What follows belongs to an exercise in optimizing a design on an open flow for small area, a short achievable clock period and few clock cycles; a production flow would make more cautious choices.
Function was checked by simulation only, so behaviour that the tests miss may differ from the original.

==> flow/design.v, too long to show whole: its modules and the start of the top module <==
// module seq_multi: 912 lines
module seq_multi #(
    parameter WIDTH = 32
)
(
    input wire logic clk,
    input wire logic rst,
    input wire logic start,
    input wire logic [WIDTH - 1:0] multiplier,
    input wire logic [WIDTH - 1:0] multiplicand,
    output logic busy,
    output logic [(WIDTH * 2) - 1:0] product
);
  // ...
==> flow/flow/run.sh <==
#!/bin/bash
# The standard layout, with the port buffers made of buf_4 cells instead of the
# delay-buffer cells buffer_ports picks by default.
set -euo pipefail
export BUFFER_PORTS_ARGS="-buffer_cell sky130_fd_sc_hd__buf_4"
bash standard.sh finish > standard.log 2>&1
==> flow/standard.sh <==
#!/bin/bash
# synth_recipe.tcl (not shown) runs the flow's synth.tcl, then flattens the netlist and writes it again
# the make line also repeats each setting of config.mk as NAME=value (left out here)
make -C /OpenROAD-flow-scripts/flow DESIGN_CONFIG=/design/flow/config.mk WORK_HOME=/design/flow/orfs CLKGATE_MAP_FILE= SYNTH_SCRIPT=/design/flow/synth_recipe.tcl "${@:-finish}"
==> flow/config.mk <==
export PLATFORM = sky130hd
export DESIGN_NAME = seq_multi
export DESIGN_NICKNAME = seq_multi
export VERILOG_FILES = /design/flow/design.v
export SDC_FILE = /design/flow/constraint.sdc
export NUM_CORES = 4
export LEC_CHECK = 0
export CAP_MARGIN = 20
export CORE_MARGIN = 2
export CORE_UTILIZATION = 40
export SETUP_SLACK_MARGIN = 0.5
export SLEW_MARGIN = 20
==> flow/constraint.sdc <==
create_clock -name core_clock -period 5.0 [get_ports {clk}]
set_input_delay 1.0000 -clock core_clock [delete_from_list [all_inputs] [get_ports {clk}]]
set_output_delay 1.0000 -clock core_clock [all_outputs]
set_load 0.01 [all_outputs]
==> impl_results.md, run 1 <==
- Final WS setup: between 400 and 500 ps
- Dpl hpwl: between 70,000 and 80,000 um
- Routed len/inst: approximately 27 um
- Synth top cells by count: inv_1 (333), fa_1 (283), o22ai_1 (282)
- Tapcell count: between 700 and 800
- Hold Crit Start: busy
- Routed Wire Length: 96,920 um
- Post-synthesis async set-or-reset flop share: 0
- Slew HR: 0.3617
- CP dominant cell by count: buf_4
- Clock slew at reported path FFs: approximately 90 ps
- R2R Setup Slk: about 550 ps
- Non-Clock Inverter Count: ~340
- MaxCap Viol Count: 0
- Leading cell kind: multi-input combinational cells
- Commonest non-fill, non-tap cell in the layout: inv_1
- Final TNS setup: 0 ps
- Starting density of the core: 0.4060
- Outcome: timing/DRC/antenna clean
- Multi-input gates: about 1,900
- Largest cells by area after synthesis: fa_1 (25%), dfxtp_1 (13%), xnor2_1 (11%), o22ai_1 (7.7%), inv_1 (5.5%)
- Max FO, Critical Path: 3
- Postcts setup bufs: 16
Testbench counts, summed over its fixed seeds: cycles 1,024.
==> inputs of run 2 (changes only) <==
--- a/flow/config.mk
+++ b/flow/config.mk
@@ -8,5 +8,5 @@
 export CAP_MARGIN = 20
 export CORE_MARGIN = 2
-export CORE_UTILIZATION = 40
-export SETUP_SLACK_MARGIN = 0.5
+export CORE_UTILIZATION = 45
+export SETUP_SLACK_MARGIN = 1.0
 export SLEW_MARGIN = 20
==> run 2 against run 1 <==
Against the previous run: critical path depth down 1; area after synthesis unchanged.
==> impl_results.md, run 2 <==
- Final min period: 4405 ps (was 4514 ps)
- DRC errors left: 0 (unchanged)
- Starting density of the core: 0.4562 (was 0.4060)
- Clk sinks: 180 (unchanged)
- Post-synthesis async set-or-reset flop share: 0 (unchanged)
- CP peak stage delay: 490 ps (was 380 ps)
- Slew HR: 0.2347 (was 0.3617)
- Hold Crit Class: reg2reg (unchanged)
- Max FO, Critical Path: 9 (was 3)
- Routed Wire Length: 115,000 um (was 96,920 um)
- Top Registers: c: 64 flops, s: 64 flops, m: 32 flops (unchanged)
- Finish-stage setup viols: 0 (unchanged)
- Crit path required time: 4000 ps (about the same)
- Top_reg_cell synth: dfxtp_1 (unchanged)
- Worst path slowest cell: ha_2 (was fa_2)
- Skew-Pair Late Insertion Delay: 510 ps (about the same)
- Max-slew violations: 0 (unchanged)
- Share of layout cells above drive strength 1: 0.4365 (was 0.1725)
- H-Tree Depth: 4 (unchanged)
- Syn_area_per_cell: 8.606 um^2 (unchanged)
- Initial antenna violation count: 1 (was 2)
- Area of the multi-input gates: 0.02101 mm^2 (was 0.01734 mm^2)
- CP cell instances: ha_2 -> nand4_1 -> or2_1 -> a311oi_2 -> buf_4 -> nor4_4 -> o31a_1 -> o31ai_4 -> buf_4 -> buf_6 -> xor2_4 -> buf_6 (was ha_4 -> inv_4 -> fa_2 -> nor2b_4 -> o2111ai_4 -> a311oi_2 -> buf_4 -> nor4_4 -> o31a_1 -> o31ai_4 -> a31oi_2 -> xnor2_2 -> buf_4)
- Placed Area: 0.02570 mm^2 (was 0.02582 mm^2)
- Fin area: 0.03433 mm^2 (was 0.02712 mm^2)
- Boundary pin count: 132 (unchanged)
- Port bufs: 131 (unchanged)
- Syn Inst Count: 2,665 (unchanged)
- Area share of the largest cell type after synthesis: 0.2470 (unchanged)
- RSZ-0062 raised after global routing: true (unchanged)
- MaxCap Viol Count: 0 (unchanged)
- Vias: 24,230 (was 21,350)
- Netlist cell types: 78 (unchanged)
- Clock skew: 12.87 ps (was 25.16 ps)
- Synth Cell Area: 0.02293 mm^2 (unchanged)
- Fill cells: 3,673 (was 5,459)
- Cell family with most CP delay: compound AO/OA/AOI/OAI gates (unchanged)
- Dpl hpwl: 73,870 um (was 75,060 um)
- Post-synthesis sequential area ratio: 0.1706 (unchanged)
- Vias in the first global route: 22,660 (was 20,680)
- Dpl ws: -81.59 ps (was -428.4 ps)
- Die area: 0.05279 mm^2 (was 0.05927 mm^2)
- DIE HEIGHT: 229.8 um (was 243.5 um)
- Worst Setup End Kind: primary output (unchanged)
- Setup Crit Path Kind: reg2out (unchanged)
- CP Buf/Inv Count: 4 (was 3)
- Final Wtd Congestion: 1.012 (was 0.9645)
- Syn. warnings: 1 (unchanged)
- Clock slew at reported path FFs: 80 ps (was 90 ps)
- CTS Buf Count: 17 (unchanged)
- Outcome: timing/DRC/antenna clean (unchanged)
- Most frequent cell after synthesis: inv_1 (unchanged)
- Die Wd: 229.8 um (was 243.5 um)
- Slew @ Worst Pin: 1148 ps (was 957.5 ps)
- Startpoint Class: register (unchanged)
- CORE AREA: 0.05027 mm^2 (was 0.05650 mm^2)
- Final WS setup: 595.1 ps (was 486.5 ps)
- Routed len/inst: 30.54 um (was 27.16 um)
- Layout area overhead: 49.68% (was 18.27%)
- Mapped Nets: 3,101 (unchanged)
- Drt pass-1 iters: 6 (unchanged)
- Most frequent cells in the layout: buf_4 (398), inv_1 (251), nand2_1 (177), xnor2_1 (169), fa_1 (163) (was inv_1 (331), buf_4 (295), o22ai_1 (279), xnor2_1 (273), fa_1 (268))
- Post-synth EDFFs: 31 (unchanged)
- Fin nets: 3,518 (was 3,235)
- Seq cells post-synth: 180 (unchanged)
- Avg Vias per Cell: 6.433 (was 5.982)
- Clock Tree Root: clkbuf_16 (unchanged)
- Crit path DAT: 3400 ps (was 3510 ps)
- TritonCTS clock tree: done (unchanged)
- Clock Tree Buf Depth: 2 (unchanged)
- Final period util: 0.8810 (was 0.9027)
- Antenna Nets Post-Route: 0 (unchanged)
- Synth area leader: fa_1 (unchanged)
- Synth top cells by count: inv_1 (333), fa_1 (283), o22ai_1 (282) (unchanged)
- Largest cells by area after synthesis: fa_1 (25%), dfxtp_1 (13%), xnor2_1 (11%), o22ai_1 (7.7%), inv_1 (5.5%) (unchanged)
- Seq. cell area: 0.003940 mm^2 (was 0.003926 mm^2)
- DRT iter0 DRCs: 3,801 (was 2,661)
- Commonest non-fill, non-tap cell in the layout: buf_4 (was inv_1)
- Hold-fix buffers, CTS: 0 (unchanged)
- Total global-route track usage: 0.3977 (was 0.3251)
- First-pass GRT wire length: 152,900 um (was 141,500 um)
- Final hold vios: 0 (unchanged)
- Gr ovfl total: 0 (unchanged)
- FMAX: 227.0 MHz (was 221.6 MHz)
- Largest net degree at the start of global routing: 74 (unchanged)
- Placement row count: 82 (was 87)
## run 2: cell count changes in the layout (fill, tap and decap cells not counted), moves of 38 or more
| cell | delta |
|---|---|
| buf_12 | +38 |
| xnor2_1 | -104 |
| fa_2 | +105 |
| o21ai_0 | -54 |
| xnor2_2 | +100 |
| o22ai_4 | +72 |
| buf_6 | +94 |
| o22ai_1 | -138 |
| fa_1 | -105 |
| inv_2 | +76 |
| inv_1 | -80 |
| buf_4 | +103 |
| o22ai_2 | +66 |
## run 2: area by class of cell
cell class	instances	area share
multi-input combinational	1924	0.6121
timing repair buffer	618	0.1938
sequential	180	0.1148
inverter	341	0.03787
tap	672	0.02449
clock buffer	20	0.01363
clock inverter	10	0.003280
antenna	1	0.00007289
## run 2: metrics by stage
step	setup TNS [ps]	cells	utilization	hold slack [ps]
6_report	0	3766	0.6829	421.4
5_1_grt	0	3765	0.6828	449.0
4_1_cts	0	3609	0.6114	423.9
3_5_place_dp	-279.6	3366	0.5112	412.3
3_3_place_gp	0	3366	0.5112	403.5
2_1_floorplan	0	2665	-	442.8
## run 2: path summary, 6_finish.rpt
check / startpoint / end / slack [ps] / depth (start not counted)
worst max-delay path: c[29] / product[54] / 600 / 12
worst min-delay path: busy / busy / 420 / 1
worst max register to register: q[17] / c[36] / 640 / 14
worst min register to register: busy / busy / 420 / 1
## run 2: repair_timing
| item | 4_1_cts | 5_1_grt |
|---|---|---|
| pin swaps | 203 | 280 |
| endpoints found under the setup margin | 129 | 134 |
| cloned | 20 | 11 |
| gates resized for setup | 452 | 472 |
| buffers inserted | 193 | 145 |
## run 2: per-layer routing
layer,global-route usage,wire [um],up-vias
met5,0,0,-
met4,0.2087,8430,0
met3,0.1016,15200,518
met2,0.5709,47670,2033
met1,0.5506,43700,11820
li1,-,-,9855
## run 2: kinds of logic (layout without fill, tap and decap cells)
| family | count (synthesis) | count (layout) | synth area share |
|---|---|---|---|
| AOI/OAI and AO/OA | 723 | 724 | 0.2002 |
| buffers and inverters | 562 | 989 | 0.09531 |
| and+or+nand+nor | 450 | 450 | 0.09149 |
| adders and majority gates | 369 | 369 | 0.2939 |
| xor gates and xnor gates | 335 | 335 | 0.1283 |
| DFF | 180 | 180 | 0.1706 |
| muxes | 46 | 46 | 0.02013 |
| other | 0 | 1 | 0 |

-- re-timing with driven ports --
The flow's constraints put no driver on any port. The routed layouts listed below were extracted and timed again, unchanged, in two steps. Step 1 assumes that a clkbuf_16 drives the clock port and a buf_2 every other input. Step 2 moves the port delays by t, midway between the first and last clock arrival at a register: inputs arrive t later, outputs are due t later. That takes back most of the time a late clock gives input paths. Slacks: no drivers / after step 1 / after step 2; pairs: no drivers / after step 1.
run	shift t [ns]	setup WS [ns]	worst setup path at the end	worst data-port slew with drivers (ns)
run 1	0.553	0.486 / 0.426 / 0.092	input to register	0.09
run 2	0.558	0.595 / 0.535 / 0.087	input to register	0.08
After both steps every run listed still meets setup and hold. The setup slack of run 2, which loses most, moves by -0.060 ns with the drivers and by -0.508 ns with both steps.
